Context: an optimization exercise on an open-source flow, tuned for small area. The choices shown serve that exercise and are no tape-out recipe. Function not checked in this run: the RTL went through the layout flow alone. No activity file was given, so power comes from the tool's default toggle rates.

### flow/flow/run.sh
#!/bin/bash
# The standard layout, with the port buffers made from the smallest buffer cell.
set -euo pipefail
bash standard.sh BUFFER_PORTS_ARGS="-buffer_cell sky130_fd_sc_hd__buf_1" finish > standard.log 2>&1
### flow/standard.sh
#!/bin/bash
# synth_recipe.tcl (not shown) runs the flow's synth.tcl, then flattens the netlist and writes it again
# the make line also repeats each setting of config.mk as NAME=value (left out here)
make -C /OpenROAD-flow-scripts/flow DESIGN_CONFIG=/design/flow/config.mk WORK_HOME=/design/flow/orfs CLKGATE_MAP_FILE= SYNTH_SCRIPT=/design/flow/synth_recipe.tcl "${@:-finish}"
### flow/config.mk
export PLATFORM = sky130hd
export DESIGN_NAME = metronome_display
export DESIGN_NICKNAME = metronome_display
export VERILOG_FILES = /design/flow/design.v
export SDC_FILE = /design/flow/constraint.sdc
export NUM_CORES = 4
export LEC_CHECK = 0
export CAP_MARGIN = 20
export CORE_MARGIN = 2
export CORE_UTILIZATION = 70
export CTS_BUF_LIST = sky130_fd_sc_hd__clkbuf_8
export SLEW_MARGIN = 20
### flow/constraint.sdc
create_clock -name core_clock -period 100.0 [get_ports {clk}]
set_input_delay 20.0000 -clock core_clock [delete_from_list [all_inputs] [get_ports {clk}]]
set_output_delay 20.0000 -clock core_clock [all_outputs]
set_load 0.01 [all_outputs]
### flow/design.v
module metronome_display(
    input wire clk,
    input wire reset_n,
    input wire key_inc_n,
    input wire key_dec_n,
    input wire key_mode_n,
    input wire key_opt_n,
    output reg beep_n,
    output wire [3:0] led_n,
    output wire [3:0] dig,
    output reg [7:0] seg
);
    localparam [25:0] S_RST  = 26'h2363CF7;
    localparam [25:0] S_LOAD = 26'h2363C7F;
    localparam [23:0] FIC_F    = 24'hf5c025;   
    localparam [19:0] MT_START = 20'hd4cd1;    
    localparam [19:0] MT_END   = 20'hfffff;
    localparam [12:0] BZ_N     = 13'h020b;     
    localparam [12:0] BZ_A     = 13'h022b;     
    localparam [12:0] BZ_END   = 13'h0357;
    reg [1:0]  bh;               
    reg [3:0]  bt;               
    reg [3:0]  bo;               
    reg        running;
    reg [1:0]  mode;
    reg [1:0]  ts;
    reg        acc_en;
    reg        vis;
    reg        show_mode;
    reg [19:0] mt;               
    reg        fresh;            
    reg [19:0] tc;               
    reg [25:0] s;                
    reg        d_nz, d_neg, d_5;  
    reg [2:0]  beat_count;
    reg [1:0]  beat_pos;
    reg [12:0] bz;               
    reg        bact;
    reg [4:0]  ki, kd;           
    reg [3:0]  mz, oz;           
    reg [3:0]  md, od;           
    reg [23:0] fic;              
    reg        fast;             
    reg [9:0]  rc;
    reg [1:0]  ds;
    integer i;
    wire inc_h = |ki;
    wire dec_h = |kd;
    wire any_h = inc_h | dec_h;
    wire mode_edge = (md == 4'b1000);
    wire opt_edge  = (od == 4'b1000);
    function kf_fb;
        input [4:0] q;
        kf_fb = (q[3] & ~q[0] & ~q[4]) | (q[0] & q[4]);
    endfunction
    function m_fb;
        input [3:0] q;
        m_fb = (~q[3] & (q[1] ^ q[2])) | (q[1] & q[2] & q[3]);
    endfunction
    wire [4:0] ki_n = key_inc_n ? {ki[3:0], kf_fb(ki)} : 5'b00001;
    wire [4:0] kd_n = key_dec_n ? {kd[3:0], kf_fb(kd)} : 5'b00001;
    wire [3:0] mz_n = key_mode_n ? 4'b1110 : {mz[2:0], m_fb(mz)};
    wire [3:0] oz_n = key_opt_n  ? 4'b1110 : {oz[2:0], m_fb(oz)};
    wire m_ev = ~key_mode_n & (mz == 4'b1100);
    wire o_ev = ~key_opt_n  & (oz == 4'b1100);
    wire [3:0] md_n = m_ev ? 4'b1110 : {md[2:0], m_fb(md)};
    wire [3:0] od_n = o_ev ? 4'b1110 : {od[2:0], m_fb(od)};
    wire fic_low0 = ~|fic[22:0];
    wire fic_zero = fic_low0 & ~fic[23];
    wire fic_fb   = fic[23] ^ fic[22] ^ fic[21] ^ fic[16] ^ fic_low0;
    wire tcl0   = ~|tc[16:0];
    wire step   = fic_zero | (fast & tcl0);
    wire at_max = bh[1] & bh[0];
    wire at_min = (bh == 2'd0) & (bt == 4'd3) & (bo == 4'd0);
    wire o_ge5  = bo[3] | (bo[2] & (bo[1] | bo[0]));
    wire lt295  = ~((bh == 2'd2) & (bt == 4'd9) & o_ge5);
    wire gt35   = ~((bh == 2'd0) & (bt == 4'd3) & ~(bo[3] | (bo[2] & bo[1])));
    wire dec_ok = dec_h & ~at_min & step;
    wire inc_ok = inc_h & ~at_max & step;
    wire big    = fast & (dec_ok ? gt35 : lt295);
    wire bcd_en = dec_ok | inc_ok;
    wire [3:0] bo_n, bt_n;
    wire [1:0] bh_n;
    wire oc, tcy;
    assign bo_n[0] = (~bcd_en & bo[0]) | (bcd_en & ~bo[0]);
    assign bo_n[1] = (~bcd_en & bo[1]) | (~big & ~dec_ok & bo[1] & ~bo[0]) | (big & bo[2] & bo[1] & bo[0]) | (bcd_en & big & bo[3] & ~bo[0]) | (bcd_en & big & ~bo[3] & ~bo[2] & ~bo[1] & bo[0]) | (big & ~bo[2] & bo[1] & ~bo[0]) | (~big & dec_ok & bo[1] & bo[0]) | (bcd_en & dec_ok & bo[3] & ~bo[0]) | (bcd_en & ~big & dec_ok & bo[2] & ~bo[1] & ~bo[0]) | (bcd_en & ~big & ~dec_ok & ~bo[3] & ~bo[1] & bo[0]);
    assign bo_n[2] = (~bcd_en & bo[2]) | (bcd_en & ~big & ~dec_ok & ~bo[2] & bo[1] & bo[0]) | (bcd_en & ~big & dec_ok & bo[3] & ~bo[0]) | (bcd_en & big & ~bo[2] & ~bo[1] & bo[0]) | (bcd_en & big & ~bo[3] & ~bo[2] & ~bo[0]) | (~big & ~dec_ok & bo[2] & ~bo[0]) | (~big & dec_ok & bo[2] & bo[1]) | (~big & bo[2] & ~bo[1] & bo[0]);
    assign bo_n[3] = (~big & dec_ok & bo[3] & bo[0]) | (bcd_en & big & ~bo[2] & bo[1] & bo[0]) | (bcd_en & big & bo[2] & ~bo[1] & ~bo[0]) | (bcd_en & ~big & ~dec_ok & bo[2] & bo[1] & bo[0]) | (~bcd_en & bo[3]) | (~big & ~dec_ok & bo[3] & ~bo[0]) | (bcd_en & ~big & dec_ok & ~bo[3] & ~bo[2] & ~bo[1] & ~bo[0]);
    assign oc = (bcd_en & big & ~dec_ok & bo[2] & bo[0]) | (bcd_en & big & ~dec_ok & bo[2] & bo[1]) | (bcd_en & big & ~dec_ok & bo[3]) | (bcd_en & ~dec_ok & bo[3] & bo[0]) | (bcd_en & dec_ok & ~bo[3] & ~bo[2] & ~bo[1] & ~bo[0]) | (bcd_en & big & dec_ok & ~bo[3] & ~bo[2]) | (bcd_en & big & dec_ok & ~bo[3] & ~bo[1] & ~bo[0]);
    assign bt_n[0] = (~oc & bt[0]) | (oc & ~bt[0]);
    assign bt_n[1] = (oc & ~dec_ok & ~bt[3] & ~bt[1] & bt[0]) | (~oc & bt[1]) | (~dec_ok & bt[1] & ~bt[0]) | (oc & dec_ok & bt[3] & ~bt[0]) | (dec_ok & bt[1] & bt[0]) | (oc & dec_ok & bt[2] & ~bt[1] & ~bt[0]);
    assign bt_n[2] = (oc & ~dec_ok & ~bt[2] & bt[1] & bt[0]) | (~oc & bt[2]) | (oc & dec_ok & bt[3] & ~bt[0]) | (~dec_ok & bt[2] & ~bt[0]) | (dec_ok & bt[2] & bt[1]) | (bt[2] & ~bt[1] & bt[0]);
    assign bt_n[3] = (oc & ~dec_ok & bt[2] & bt[1] & bt[0]) | (~oc & bt[3]) | (~dec_ok & bt[3] & ~bt[0]) | (oc & dec_ok & ~bt[3] & ~bt[2] & ~bt[1] & ~bt[0]) | (dec_ok & bt[3] & bt[0]);
    assign tcy = (oc & dec_ok & ~bt[3] & ~bt[2] & ~bt[1] & ~bt[0]) | (oc & ~dec_ok & bt[3] & bt[0]);
    assign bh_n[0] = (~tcy & bh[0]) | (tcy & ~bh[0]);
    assign bh_n[1] = (~tcy & bh[1]) | (tcy & ~dec_ok & ~bh[1] & bh[0]) | (~dec_ok & bh[1] & ~bh[0]) | (tcy & dec_ok & ~bh[1] & ~bh[0]) | (dec_ok & bh[1] & bh[0]);
    wire restart = opt_edge & (mode == 2'd0) & ~running;
    wire beat    = running & ~s[25] & ~fresh;
    wire load    = restart | beat;
    reg [19:0] u;         
    reg ct;
    always @(*) begin
        ct = running;
        for (i = 0; i < 20; i = i + 1) begin
            u[i] = tc[i] ^ ct; ct = ct & tc[i];
        end
    end
    wire nzg   = d_nz & ~load;
    wire d5g   = d_5 & ~load;
    wire cneg  = nzg & d_neg;
    wire cneg5 = d5g & d_neg;
    wire cneg1 = nzg & d_neg & ~d5g;
    wire h6 = bh[1] ^ bh[0];
    wire h7 = bh[1] & ~bh[0];
    wire h8 = bh[1] & bh[0];
    wire [25:0] sa = fresh ? S_RST : load ? S_LOAD : s;
    wire [19:0] ra = {20{nzg}} & (u ^ {20{d_neg}});
    wire [19:0] rb = {20{d5g}} & (u ^ {20{d_neg}});
    wire [25:0] s_n;
    wire ca0_s = sa[0] ^ ra[0] ^ cneg;
    wire ca0_c = (sa[0] & ra[0]) | (cneg & (sa[0] ^ ra[0]));
    wire ca1_s = bo[0] ^ ca0_s;
    wire ca1_c = bo[0] & ca0_s;
    assign s_n[0] = ca1_s;
    wire ca2_s = sa[1] ^ ra[1] ^ bo[1];
    wire ca2_c = (sa[1] & ra[1]) | (bo[1] & (sa[1] ^ ra[1]));
    wire ca3_s = bt[0] ^ ca0_c ^ ca1_c;
    wire ca3_c = (bt[0] & ca0_c) | (ca1_c & (bt[0] ^ ca0_c));
    wire ca4_s = ca2_s ^ ca3_s;
    wire ca4_c = ca2_s & ca3_s;
    assign s_n[1] = ca4_s;
    wire ca5_s = sa[2] ^ ra[2] ^ rb[0];
    wire ca5_c = (sa[2] & ra[2]) | (rb[0] & (sa[2] ^ ra[2]));
    wire ca6_s = cneg5 ^ bo[2] ^ bt[1];
    wire ca6_c = (cneg5 & bo[2]) | (bt[1] & (cneg5 ^ bo[2]));
    wire ca7_s = bh[0] ^ ca2_c ^ ca3_c;
    wire ca7_c = (bh[0] & ca2_c) | (ca3_c & (bh[0] ^ ca2_c));
    wire ca8_s = ca4_c ^ ca5_s ^ ca6_s;
    wire ca8_c = (ca4_c & ca5_s) | (ca6_s & (ca4_c ^ ca5_s));
    wire ca9_s = ca7_s ^ ca8_s;
    wire ca9_c = ca7_s & ca8_s;
    assign s_n[2] = ca9_s;
    wire ca10_s = sa[3] ^ ra[3] ^ rb[1];
    wire ca10_c = (sa[3] & ra[3]) | (rb[1] & (sa[3] ^ ra[3]));
    wire ca11_s = bo[3] ^ bt[0] ^ bt[2];
    wire ca11_c = (bo[3] & bt[0]) | (bt[2] & (bo[3] ^ bt[0]));
    wire ca12_s = bh[1] ^ ca5_c ^ ca6_c;
    wire ca12_c = (bh[1] & ca5_c) | (ca6_c & (bh[1] ^ ca5_c));
    wire ca13_s = ca7_c ^ ca8_c ^ ca9_c;
    wire ca13_c = (ca7_c & ca8_c) | (ca9_c & (ca7_c ^ ca8_c));
    wire ca14_s = ca10_s ^ ca11_s ^ ca12_s;
    wire ca14_c = (ca10_s & ca11_s) | (ca12_s & (ca10_s ^ ca11_s));
    wire ca15_s = ca13_s ^ ca14_s;
    wire ca15_c = ca13_s & ca14_s;
    assign s_n[3] = ca15_s;
    wire ca16_s = sa[4] ^ ra[4] ^ rb[2];
    wire ca16_c = (sa[4] & ra[4]) | (rb[2] & (sa[4] ^ ra[4]));
    wire ca17_s = bt[1] ^ bt[3] ^ ca10_c;
    wire ca17_c = (bt[1] & bt[3]) | (ca10_c & (bt[1] ^ bt[3]));
    wire ca18_s = ca11_c ^ ca12_c ^ ca13_c;
    wire ca18_c = (ca11_c & ca12_c) | (ca13_c & (ca11_c ^ ca12_c));
    wire ca19_s = ca14_c ^ ca15_c ^ ca16_s;
    wire ca19_c = (ca14_c & ca15_c) | (ca16_s & (ca14_c ^ ca15_c));
    wire ca20_s = ca17_s ^ ca18_s ^ ca19_s;
    wire ca20_c = (ca17_s & ca18_s) | (ca19_s & (ca17_s ^ ca18_s));
    assign s_n[4] = ca20_s;
    wire ca21_s = sa[5] ^ ra[5] ^ rb[3];
    wire ca21_c = (sa[5] & ra[5]) | (rb[3] & (sa[5] ^ ra[5]));
    wire ca22_s = bh[0] ^ bt[2] ^ ca16_c;
    wire ca22_c = (bh[0] & bt[2]) | (ca16_c & (bh[0] ^ bt[2]));
    wire ca23_s = ca17_c ^ ca18_c ^ ca19_c;
    wire ca23_c = (ca17_c & ca18_c) | (ca19_c & (ca17_c ^ ca18_c));
    wire ca24_s = ca20_c ^ ca21_s ^ ca22_s;
    wire ca24_c = (ca20_c & ca21_s) | (ca22_s & (ca20_c ^ ca21_s));
    wire ca25_s = ca23_s ^ ca24_s;
    wire ca25_c = ca23_s & ca24_s;
    assign s_n[5] = ca25_s;
    wire ca26_s = sa[6] ^ ra[6] ^ rb[4];
    wire ca26_c = (sa[6] & ra[6]) | (rb[4] & (sa[6] ^ ra[6]));
    wire ca27_s = h6 ^ bt[3] ^ ca21_c;
    wire ca27_c = (h6 & bt[3]) | (ca21_c & (h6 ^ bt[3]));
    wire ca28_s = ca22_c ^ ca23_c ^ ca24_c;
    wire ca28_c = (ca22_c & ca23_c) | (ca24_c & (ca22_c ^ ca23_c));
    wire ca29_s = ca25_c ^ ca26_s ^ ca27_s;
    wire ca29_c = (ca25_c & ca26_s) | (ca27_s & (ca25_c ^ ca26_s));
    wire ca30_s = ca28_s ^ ca29_s;
    wire ca30_c = ca28_s & ca29_s;
    assign s_n[6] = ca30_s;
    wire ca31_s = sa[7] ^ ra[7] ^ rb[5];
    wire ca31_c = (sa[7] & ra[7]) | (rb[5] & (sa[7] ^ ra[7]));
    wire ca32_s = h7 ^ ca26_c ^ ca27_c;
    wire ca32_c = (h7 & ca26_c) | (ca27_c & (h7 ^ ca26_c));
    wire ca33_s = ca28_c ^ ca29_c ^ ca30_c;
    wire ca33_c = (ca28_c & ca29_c) | (ca30_c & (ca28_c ^ ca29_c));
    wire ca34_s = ca31_s ^ ca32_s ^ ca33_s;
    wire ca34_c = (ca31_s & ca32_s) | (ca33_s & (ca31_s ^ ca32_s));
    assign s_n[7] = ca34_s;
    wire ca35_s = sa[8] ^ ra[8] ^ rb[6];
    wire ca35_c = (sa[8] & ra[8]) | (rb[6] & (sa[8] ^ ra[8]));
    wire ca36_s = h8 ^ ca31_c ^ ca32_c;
    wire ca36_c = (h8 & ca31_c) | (ca32_c & (h8 ^ ca31_c));
    wire ca37_s = ca33_c ^ ca34_c ^ ca35_s;
    wire ca37_c = (ca33_c & ca34_c) | (ca35_s & (ca33_c ^ ca34_c));
    wire ca38_s = ca36_s ^ ca37_s;
    wire ca38_c = ca36_s & ca37_s;
    assign s_n[8] = ca38_s;
    wire ca39_s = sa[9] ^ ra[9] ^ rb[7];
    wire ca39_c = (sa[9] & ra[9]) | (rb[7] & (sa[9] ^ ra[9]));
    wire ca40_s = ca35_c ^ ca36_c ^ ca37_c;
    wire ca40_c = (ca35_c & ca36_c) | (ca37_c & (ca35_c ^ ca36_c));
    wire ca41_s = ca38_c ^ ca39_s ^ ca40_s;
    wire ca41_c = (ca38_c & ca39_s) | (ca40_s & (ca38_c ^ ca39_s));
    assign s_n[9] = ca41_s;
    wire ca42_s = sa[10] ^ ra[10] ^ rb[8];
    wire ca42_c = (sa[10] & ra[10]) | (rb[8] & (sa[10] ^ ra[10]));
    wire ca43_s = ca39_c ^ ca40_c ^ ca41_c;
    wire ca43_c = (ca39_c & ca40_c) | (ca41_c & (ca39_c ^ ca40_c));
    wire ca44_s = ca42_s ^ ca43_s;
    wire ca44_c = ca42_s & ca43_s;
    assign s_n[10] = ca44_s;
    wire ca45_s = sa[11] ^ ra[11] ^ rb[9];
    wire ca45_c = (sa[11] & ra[11]) | (rb[9] & (sa[11] ^ ra[11]));
    wire ca46_s = ca42_c ^ ca43_c ^ ca44_c;
    wire ca46_c = (ca42_c & ca43_c) | (ca44_c & (ca42_c ^ ca43_c));
    wire ca47_s = ca45_s ^ ca46_s;
    wire ca47_c = ca45_s & ca46_s;
    assign s_n[11] = ca47_s;
    wire ca48_s = sa[12] ^ ra[12] ^ rb[10];
    wire ca48_c = (sa[12] & ra[12]) | (rb[10] & (sa[12] ^ ra[12]));
    wire ca49_s = ca45_c ^ ca46_c ^ ca47_c;
    wire ca49_c = (ca45_c & ca46_c) | (ca47_c & (ca45_c ^ ca46_c));
    wire ca50_s = ca48_s ^ ca49_s;
    wire ca50_c = ca48_s & ca49_s;
    assign s_n[12] = ca50_s;
    wire ca51_s = sa[13] ^ ra[13] ^ rb[11];
    wire ca51_c = (sa[13] & ra[13]) | (rb[11] & (sa[13] ^ ra[13]));
    wire ca52_s = ca48_c ^ ca49_c ^ ca50_c;
    wire ca52_c = (ca48_c & ca49_c) | (ca50_c & (ca48_c ^ ca49_c));
    wire ca53_s = ca51_s ^ ca52_s;
    wire ca53_c = ca51_s & ca52_s;
    assign s_n[13] = ca53_s;
    wire ca54_s = sa[14] ^ ra[14] ^ rb[12];
    wire ca54_c = (sa[14] & ra[14]) | (rb[12] & (sa[14] ^ ra[14]));
    wire ca55_s = ca51_c ^ ca52_c ^ ca53_c;
    wire ca55_c = (ca51_c & ca52_c) | (ca53_c & (ca51_c ^ ca52_c));
    wire ca56_s = ca54_s ^ ca55_s;
    wire ca56_c = ca54_s & ca55_s;
    assign s_n[14] = ca56_s;
    wire ca57_s = sa[15] ^ ra[15] ^ rb[13];
    wire ca57_c = (sa[15] & ra[15]) | (rb[13] & (sa[15] ^ ra[15]));
    wire ca58_s = ca54_c ^ ca55_c ^ ca56_c;
    wire ca58_c = (ca54_c & ca55_c) | (ca56_c & (ca54_c ^ ca55_c));
    wire ca59_s = ca57_s ^ ca58_s;
    wire ca59_c = ca57_s & ca58_s;
    assign s_n[15] = ca59_s;
    wire ca60_s = sa[16] ^ ra[16] ^ rb[14];
    wire ca60_c = (sa[16] & ra[16]) | (rb[14] & (sa[16] ^ ra[16]));
    wire ca61_s = ca57_c ^ ca58_c ^ ca59_c;
    wire ca61_c = (ca57_c & ca58_c) | (ca59_c & (ca57_c ^ ca58_c));
    wire ca62_s = ca60_s ^ ca61_s;
    wire ca62_c = ca60_s & ca61_s;
    assign s_n[16] = ca62_s;
    wire ca63_s = sa[17] ^ ra[17] ^ rb[15];
    wire ca63_c = (sa[17] & ra[17]) | (rb[15] & (sa[17] ^ ra[17]));
    wire ca64_s = ca60_c ^ ca61_c ^ ca62_c;
    wire ca64_c = (ca60_c & ca61_c) | (ca62_c & (ca60_c ^ ca61_c));
    wire ca65_s = ca63_s ^ ca64_s;
    wire ca65_c = ca63_s & ca64_s;
    assign s_n[17] = ca65_s;
    wire ca66_s = sa[18] ^ ra[18] ^ rb[16];
    wire ca66_c = (sa[18] & ra[18]) | (rb[16] & (sa[18] ^ ra[18]));
    wire ca67_s = ca63_c ^ ca64_c ^ ca65_c;
    wire ca67_c = (ca63_c & ca64_c) | (ca65_c & (ca63_c ^ ca64_c));
    wire ca68_s = ca66_s ^ ca67_s;
    wire ca68_c = ca66_s & ca67_s;
    assign s_n[18] = ca68_s;
    wire ca69_s = sa[19] ^ ra[19] ^ rb[17];
    wire ca69_c = (sa[19] & ra[19]) | (rb[17] & (sa[19] ^ ra[19]));
    wire ca70_s = ca66_c ^ ca67_c ^ ca68_c;
    wire ca70_c = (ca66_c & ca67_c) | (ca68_c & (ca66_c ^ ca67_c));
    wire ca71_s = ca69_s ^ ca70_s;
    wire ca71_c = ca69_s & ca70_s;
    assign s_n[19] = ca71_s;
    wire ca72_s = sa[20] ^ rb[18] ^ cneg;
    wire ca72_c = (sa[20] & rb[18]) | (cneg & (sa[20] ^ rb[18]));
    wire ca73_s = ca69_c ^ ca70_c ^ ca71_c;
    wire ca73_c = (ca69_c & ca70_c) | (ca71_c & (ca69_c ^ ca70_c));
    wire ca74_s = ca72_s ^ ca73_s;
    wire ca74_c = ca72_s & ca73_s;
    assign s_n[20] = ca74_s;
    wire ca75_s = sa[21] ^ rb[19] ^ cneg;
    wire ca75_c = (sa[21] & rb[19]) | (cneg & (sa[21] ^ rb[19]));
    wire ca76_s = ca72_c ^ ca73_c ^ ca74_c;
    wire ca76_c = (ca72_c & ca73_c) | (ca74_c & (ca72_c ^ ca73_c));
    wire ca77_s = ca75_s ^ ca76_s;
    wire ca77_c = ca75_s & ca76_s;
    assign s_n[21] = ca77_s;
    wire ca78_s = sa[22] ^ cneg1 ^ ca75_c;
    wire ca78_c = (sa[22] & cneg1) | (ca75_c & (sa[22] ^ cneg1));
    wire ca79_s = ca76_c ^ ca77_c ^ ca78_s;
    wire ca79_c = (ca76_c & ca77_c) | (ca78_s & (ca76_c ^ ca77_c));
    assign s_n[22] = ca79_s;
    wire ca80_s = sa[23] ^ cneg ^ ca78_c;
    wire ca80_c = (sa[23] & cneg) | (ca78_c & (sa[23] ^ cneg));
    wire ca81_s = ca79_c ^ ca80_s;
    wire ca81_c = ca79_c & ca80_s;
    assign s_n[23] = ca81_s;
    wire ca82_s = sa[24] ^ cneg ^ ca80_c;
    wire ca82_c = (sa[24] & cneg) | (ca80_c & (sa[24] ^ cneg));
    wire ca83_s = ca81_c ^ ca82_s;
    wire ca83_c = ca81_c & ca82_s;
    assign s_n[24] = ca83_s;
    wire ca84_s = sa[25] ^ cneg ^ ca82_c;
    wire ca85_s = ca83_c ^ ca84_s;
    assign s_n[25] = ca85_s;
    wire last_beat = (ts == 2'd0) ? (beat_count != 3'd0) :
                     (ts == 2'd1) ? beat_count[1] :
                     (ts == 2'd2) ? (beat_count[1] & beat_count[0]) | beat_count[2] :
                                    (beat_count[2] & beat_count[0]);
    wire [2:0] bc_inc = {beat_count[2] | (beat_count[1] & beat_count[0]),
                         beat_count[1] ^ beat_count[0], ~beat_count[0]};
    wire [19:0] mt_step = {mt[18:0], mt[19] ^ mt[16]};
    wire [12:0] bz_step = {bz[11:0], bz[12] ^ bz[3] ^ bz[2] ^ bz[0]};
    wire rc_low0 = ~|rc[8:0];
    wire rc_zero = rc_low0 & ~rc[9];
    wire [9:0]  rc_step = {rc[8:0], rc[9] ^ rc[6] ^ rc_low0};
    always @(posedge clk or negedge reset_n) begin
        if (!reset_n) begin
            bh <= 2'd1; bt <= 4'd2; bo <= 4'd0;
            running <= 1'b1;
            mode <= 2'd0;
            ts <= 2'b10;
            acc_en <= 1'b1;
            vis <= 1'b0;
            show_mode <= 1'b0;
            fresh <= 1'b1;
            d_nz <= 1'b0; d_neg <= 1'b0; d_5 <= 1'b0;
            beat_count <= 3'd0;
            beat_pos <= 2'd0;
            bact <= 1'b0;
            beep_n <= 1'b1;
            ki <= 5'd0; kd <= 5'd0;
            mz <= 4'b1110; oz <= 4'b1110;
            md <= 4'd0; od <= 4'd0;
            rc <= 10'd0;
            ds <= 2'd0;
        end else begin
            fresh <= 1'b0;
            ki <= ki_n; kd <= kd_n;
            mz <= mz_n; oz <= oz_n;
            md <= md_n; od <= od_n;
            if (mode_edge) begin
                mode <= mode + 2'd1;
                show_mode <= 1'b1;
            end
            if (show_mode && mt == MT_END)
                show_mode <= 1'b0;
            if (opt_edge) begin
                case (mode)
                    2'd0: running <= ~running;
                    2'd1: ts <= ts + 2'd1;
                    2'd2: acc_en <= ~acc_en;
                    2'd3: vis <= ~vis;
                endcase
            end
            bh <= bh_n; bt <= bt_n; bo <= bo_n;
            d_nz <= dec_ok | inc_ok;
            d_neg <= dec_ok;
            d_5 <= big & (dec_ok | inc_ok);
            if (restart) begin
                beat_count <= 3'd0;
                beat_pos <= 2'd0;
            end
            if (beat) begin
                beat_pos <= beat_count[1:0];
                beat_count <= last_beat ? 3'd0 : bc_inc;
            end
            if (bact && bz != BZ_END)
                beep_n <= vis;
            else
                beep_n <= 1'b1;
            if (beat)
                bact <= 1'b1;
            else if (bz == BZ_END)
                bact <= 1'b0;
            rc <= rc_step;
            if (rc_zero)
                ds <= ds + 2'd1;
        end
    end
    always @(posedge clk) begin
        s <= s_n;
        if (load | fresh)
            tc <= {19'd0, fresh};
        else
            tc <= u;
        fic  <= any_h ? {fic[22:0], fic_fb} : 24'd0;
        fast <= any_h & (fast | (fic == FIC_F));
        mt <= (mode_edge && !show_mode) ? MT_START : mt_step;
        bz <= beat ? ((beat_count == 3'd0 && acc_en) ? BZ_A : BZ_N) : bz_step;
    end
    assign led_n[0] = ~(running && beat_pos == 2'd0);
    assign led_n[1] = ~(running && beat_pos == 2'd1);
    assign led_n[2] = ~(running && beat_pos == 2'd2);
    assign led_n[3] = ~(running && beat_pos == 2'd3);
    assign dig = ~(4'b0001 << ds);
    wire [3:0] d0 = bo;
    wire [3:0] d1 = bt;
    wire [3:0] d2 = {2'b00, bh};
    reg [3:0] cd;
    always @(*) begin
        case (ds)
            2'd0: cd = d0;
            2'd1: cd = d1;
            2'd2: cd = d2;
            default: cd = 4'd0;
        endcase
    end
    wire [6:0] dn;
    wire [7:0] sp;
    assign dn[0] = (~cd[3] & ~cd[2] & ~cd[1] & cd[0]) | (cd[2] & ~cd[1] & ~cd[0]);
    assign dn[1] = (cd[2] & ~cd[1] & cd[0]) | (cd[2] & cd[1] & ~cd[0]);
    assign dn[2] = (~cd[2] & cd[1] & ~cd[0]);
    assign dn[3] = (~cd[3] & ~cd[2] & ~cd[1] & cd[0]) | (cd[2] & ~cd[1] & ~cd[0]) | (cd[2] & cd[1] & cd[0]);
    assign dn[4] = (cd[0]) | (cd[2] & ~cd[1]);
    assign dn[5] = (~cd[3] & ~cd[2] & cd[0]) | (~cd[2] & cd[1]) | (cd[1] & cd[0]);
    assign dn[6] = (~cd[3] & ~cd[2] & ~cd[1]) | (cd[2] & cd[1] & cd[0]);
    assign sp[0] = (~mode[1] & ~ds[1]) | (ds[1] & ~ds[0]) | (mode[1] & mode[0] & ds[1]) | (mode[0] & ds[1] & ts[1] & ~ts[0]);
    assign sp[1] = (~mode[1] & ~ds[1]) | (~mode[1] & mode[0] & ts[1] & ts[0]) | (~mode[0] & ~ds[0] & ~acc_en) | (ds[1] & ~ds[0]) | (mode[0] & ~ds[0] & ~vis);
    assign sp[2] = (~mode[1] & ~mode[0]) | (~mode[1] & ~ds[1]) | (~mode[0] & ~ds[0] & ~acc_en) | (ds[1] & ~ds[0]) | (mode[0] & ~ds[0] & ~vis) | (~mode[1] & ~ts[1] & ~ts[0]);
    assign sp[3] = (~mode[1] & ~ds[1]) | (~ds[0]) | (~mode[0] & ds[1]) | (~mode[1] & ts[1] & ~ts[0]);
    assign sp[4] = (~mode[1] & ~ds[1]) | (ds[1] & ~ds[0]) | (~mode[1] & mode[0] & ~ts[1] & ts[0]) | (~mode[1] & mode[0] & ts[1] & ~ts[0]);
    assign sp[5] = (~mode[1] & ~ds[1]) | (ds[1] & ~ds[0]) | (~mode[1] & mode[0] & ~ts[1]);
    assign sp[6] = (~ds[1] & ds[0]) | (ds[1] & ~ds[0]) | (~mode[1] & ~ds[1]) | (mode[1] & mode[0] & vis) | (mode[1] & mode[0] & ds[0]) | (~mode[0] & ~ds[1] & acc_en);
    assign sp[7] = 1'b1;
    always @(*) seg = show_mode ? sp : {1'b1, dn};
endmodule
==> summary.txt <==
- The run finished with no timing, DRC or antenna violations.
- The achievable frequency is 43.7 MHz.
- Yosys mapped a number of flops with a built-in enable equal to 0.
- The initial standard-cell utilization of the core is 71.9%.
- The path type of the worst setup path is reg2out.
- Global routing used 44.2% of the available met2 tracks.
- The instance count of the mapped netlist is 899.
- The detail route stage leaves a number of antenna-violating nets equal to 0.
- The initial antenna violation count is 0.
- The worst-path cell with the longest stage delay is sky130_fd_sc_hd__a222oi_1.
- For met3 alone, demand over resource in global routing was 6.01%.
- For this run, the leading register cell type out of synthesis is sky130_fd_sc_hd__dfxtp_1.
- The die area is 13900 µm².
- The number of buffers added by the clock tree synthesis step is 17.
- The die is 118 µm tall.
- IR analysis of the VDD net gives a maximum drop of 20.3 µV.
- The number of clock sinks seen by CTS is 171.
- During placement, the flow inserted port buffers numbering 21.
- The number of antenna diodes in the final layout is 0.
- The largest clock skew in the final design is 0.0147 ns.
- Using the TritonRoute via totals, the vias-per-cell ratio works out to 5.57.
- The congestion estimate from routability-driven global placement came to 0.971.
- At the worst endpoint, the arrival time is 2.86 ns.
- The worst setup path is captured at an output port.
- Clock tree synthesis selected as its root buffer the cell sky130_fd_sc_hd__clkbuf_8.
- The kind of path behind the tightest hold check is reg2reg.
- The area of the core region is 12700 µm².
- From left edge to right edge, the die measures 118 µm.
- The post-synthesis cell type count is 58.
- The area growth from synthesis to layout is 6.32%.
- In this design, the stage delay of the slowest critical-path cell is 0.84 ns.
- The final worst-path cycle share is 22.9%.
- The first routing iteration left 501 violations.
- Buffers inserted to repair hold after CTS numbered 0.
- The row count is 41.
- The final routed DRC violation total is 0.
- The flip-flop and latch count after synthesis is 171.
- The worst max-slew margin expressed relative to the limit is 33.7%.
- The layer carrying the most global-route usage is met2.
- Across the run, the number of max-cap violations was 0.
- The number of pins with negative max-slew slack in the final report came to 0.
- The final number of hold-violating endpoints is 0.
- The via count of the first global-routing pass is 6265.
- The largest fanout on the critical path is 8.
- The library cell occupying the most area in the post-synthesis netlist is sky130_fd_sc_hd__dfxtp_1.
- In the final routed layout, each cell accounts on average for 15.6 µm.
- The TritonCTS clock tree is done.
- The transition time of the tightest slew-check pin is 0.981 ns.
- The fraction of met1 tracks used by global routing is 35.7%.
- Pin placement for this block handled 23 I/O pins.
- The synthesized area is 9110 µm².
- The clock insertion delay at the later pin of the skew report is 0.46 ns.
- The analysis attributes to cell leakage a power of 4.49 nW.
- The net count after synthesis is 1030.
- Gates resized during post-CTS repair numbered 0.
- The final period demand of the worst path is 22.86 ns.
- The endpoint required time on the critical path is 80.00 ns.
- The clock transition time at the flip-flop clock pins of the worst setup and hold paths is 0.09 ns.
- The sequential share of power is 36.2%.
- After synthesis, the largest area contributor takes up 22.9% of total cell area.
- The internal portion of the total power is 0.174 mW.
- The final setup violation count is 0.
- Averaged over all synthesized cells, the footprint is 10.1 µm².
- The fraction of registers with async set or reset after synthesis is 39.2%.
- The post-DP HPWL is 13000 µm.
- The number of H-tree branching levels is 4.
- No sink is reached through more buffers than the 2 on the longest clock path.
- The number of warnings issued by yosys is 1.
- The global-route wire length before repair is 29700 µm.
- The total net switching power is 0.128 mW.
- The number of vias after detailed routing is 6134.
- The net count of the finished layout is 1047.
- The kind of launch point of the worst setup path is a register.
- Cells with a size suffix above 1 make up 9.04% of the layout.
- Wires add up to 17100 µm.
- Entering global routing, the biggest net connects 68 pins.
- In this run the post-CTS setup repair buffer count came out at 0.
- After synthesis, the cell types taking the most area are sky130_fd_sc_hd__dfxtp_1 23%, sky130_fd_sc_hd__dfrtp_1 15%, sky130_fd_sc_hd__fa_1 14%, sky130_fd_sc_hd__ha_1 8.5%, sky130_fd_sc_hd__inv_1 4.1%.
- Net switching is 42.3% of the power.
- The total routing usage reported by global routing is 26.5%.
- The combinational group share of total power is 49.3%.
- For this run the aggregate overflow at the end of global routing stands at 0.
- The first-pass iteration count of the detailed router is 6.
- Setup repair after global routing left no endpoint under its margin.
- The fraction of the yosys area taken by sequential cells is 41.4%.
- The signal on the critical path passes through inv_1 > ha_1 > a222oi_1 > o21ai_0 > a22o_1 > buf_1.
- The final setup TNS is 0 ns.
- For this design the ratio of total power to cell area is 31.2 nW/µm².
- Of the total power, the clock network draws 14.6%.
- For this run, the share of the core covered by cells in the final layout is 76.4%.
-- synthesized netlist by cell type (5+ instances only) --
cell type                  count
sky130_fd_sc_hd__a21oi_1      19
sky130_fd_sc_hd__and2_1       54
sky130_fd_sc_hd__and3_1        5
sky130_fd_sc_hd__clkbuf_1     26
sky130_fd_sc_hd__dfrtp_1      54
sky130_fd_sc_hd__dfstp_2      13
sky130_fd_sc_hd__dfxtp_1     104
sky130_fd_sc_hd__fa_1         63
sky130_fd_sc_hd__ha_1         62
sky130_fd_sc_hd__inv_1       100
sky130_fd_sc_hd__nand2_1      86
sky130_fd_sc_hd__nand2b_1      7
sky130_fd_sc_hd__nand3_1      11
sky130_fd_sc_hd__nand3b_1      5
sky130_fd_sc_hd__nand4_1      10
sky130_fd_sc_hd__nor2_1       51
sky130_fd_sc_hd__nor2b_1      38
sky130_fd_sc_hd__nor3_1       18
sky130_fd_sc_hd__nor4_1        9
sky130_fd_sc_hd__o21ai_0      24
sky130_fd_sc_hd__or2_2        24
sky130_fd_sc_hd__or3_1         6
sky130_fd_sc_hd__xnor2_1      26
sky130_fd_sc_hd__xor2_1       20
-- cells by family (layout without fill, tap and decap cells) --
group / after synthesis / after routing / synth area share [%]
compound gates: 86 / 86 / 6.30
xor+xnor: 46 / 46 / 4.42
fa+ha+maj: 125 / 125 / 22.4
buf+inv: 127 / 157 / 5.27
flops: 171 / 171 / 41.4
mux: 7 / 7 / 0.810
other cells: 2 / 2 / 0.0824
simple gates: 335 / 335 / 19.3
-- registers in the layout (all words and copies together), names as in the netlist, 3 cells and up --
name	cells
s	26
fic	24
mt	20
tc	20
bz	13
rc	10
kd	5
ki	5
bo	4
bt	4
md	4
mz	4
od	4
oz	4
beat_count	3
-- metrics by stage --
stage          setup WS, ns  power, mW  instances  hold WS [ns]  area (µm²)
6_report              77.14      0.302       1101         0.385        9690
5_1_grt               76.88      0.336       1101         0.405        9690
4_1_cts               77.13      0.307       1101         0.386        9680
3_5_place_dp          77.64      0.262       1069         0.361        9330
3_3_place_gp          77.82      0.248       1069         0.361        9330
2_1_floorplan         78.08      0.219        899         0.354        9110
-- layout by cell type (no fill, tap or decap), types with 5 or more instances in the layout --
cell type and count:
sky130_fd_sc_hd__inv_1 102, sky130_fd_sc_hd__xnor2_1 26, sky130_fd_sc_hd__clkbuf_8 17, sky130_fd_sc_hd__dfxtp_1 104, sky130_fd_sc_hd__fa_1 63, sky130_fd_sc_hd__nor4_1 9, sky130_fd_sc_hd__nand4_1 10, sky130_fd_sc_hd__ha_1 62
sky130_fd_sc_hd__o21ai_0 24, sky130_fd_sc_hd__dfrtp_1 54, sky130_fd_sc_hd__nand2_1 86, sky130_fd_sc_hd__or2_2 24, sky130_fd_sc_hd__nor2b_1 37, sky130_fd_sc_hd__nand3b_1 5, sky130_fd_sc_hd__nor2_1 51, sky130_fd_sc_hd__nand2b_1 7
sky130_fd_sc_hd__a21oi_1 19, sky130_fd_sc_hd__or3_1 6, sky130_fd_sc_hd__nor3_1 18, sky130_fd_sc_hd__and3_1 5, sky130_fd_sc_hd__xor2_1 20, sky130_fd_sc_hd__nand3_1 11, sky130_fd_sc_hd__dfstp_2 13, sky130_fd_sc_hd__buf_1 20
sky130_fd_sc_hd__and2_1 54
-- final cells by class --
| cell class | count | area [µm²] |
|---|---|---|
| clock buffer | 17 | 234 |
| clock inverter | 15 | 119 |
| fill | 862 | 2980 |
| inverter | 100 | 375 |
| multi-input combinational | 601 | 4860 |
| sequential | 171 | 3770 |
| tap | 172 | 215 |
| timing repair buffer | 25 | 110 |
-- routing by layer --
metal / part of all wire, % / vias up
li1: - / 2940
met1: 45 / 3043
met2: 50 / 132
met3: 4.7 / 19
met4: 0.95 / 0
met5: 0 / -
-- worst paths after layout --
kind / startpoint / end / slack (ns) / cells past startpoint
max reg2reg: od[1] / s[25] / 80.53 / 94
max in group asynchronous: reset_n / d_neg / 79.75 / 2
min reg2reg: rc[7] / rc[8] / 0.38 / 0
max: ds[0] / seg[4] / 77.14 / 6
min in group asynchronous: reset_n / ki[1] / 19.72 / 2
min: rc[7] / rc[8] / 0.38 / 0
-- critical path: cells and delay by family, from the launching register on --
family / cells / cell delay (ns)
AOI/OAI and AO/OA: 3 / 1.40
adders and majority gates: 1 / 0.28
buffers and inverters: 2 / 0.23
DFF: 1 / 0.50
-- power groups by stage --
stage               registers, mW  clock network [mW]  logic, mW
global route                0.112              0.0477      0.176
floorplan                   0.103                   0      0.116
finish                      0.109              0.0440      0.149
detailed placement          0.110                   0      0.152
global placement            0.109                   0      0.139
CTS                         0.109              0.0451      0.152

## what the ideal ports hide
The results above use ideal ports. As a check the final layout listed here was re-extracted and re-timed, cells and wires unchanged. Step 1, drivers: a clkbuf_16 drives clk and a buf_2 each remaining input, both assumed. Step 2 adds t to the input delays and takes it off the output delays; t is the mean of the earliest and latest rising clock arrival at the registers after step 1. Input paths then give back, and output paths get back, about the clock's delay inside the block. a / b / c = ideal / step 1 / step 2; a / b = the first two.
shift t [ns]: 0.487
setup slack, ns: 77.136 / 77.099 / 77.586
worst setup path at the end: register to output
worst data-port slew with drivers (ns): 0.04
After both steps this run still meets setup and hold. For this run, drivers alone change the setup slack by -0.037 ns; drivers and shift together by +0.450 ns.
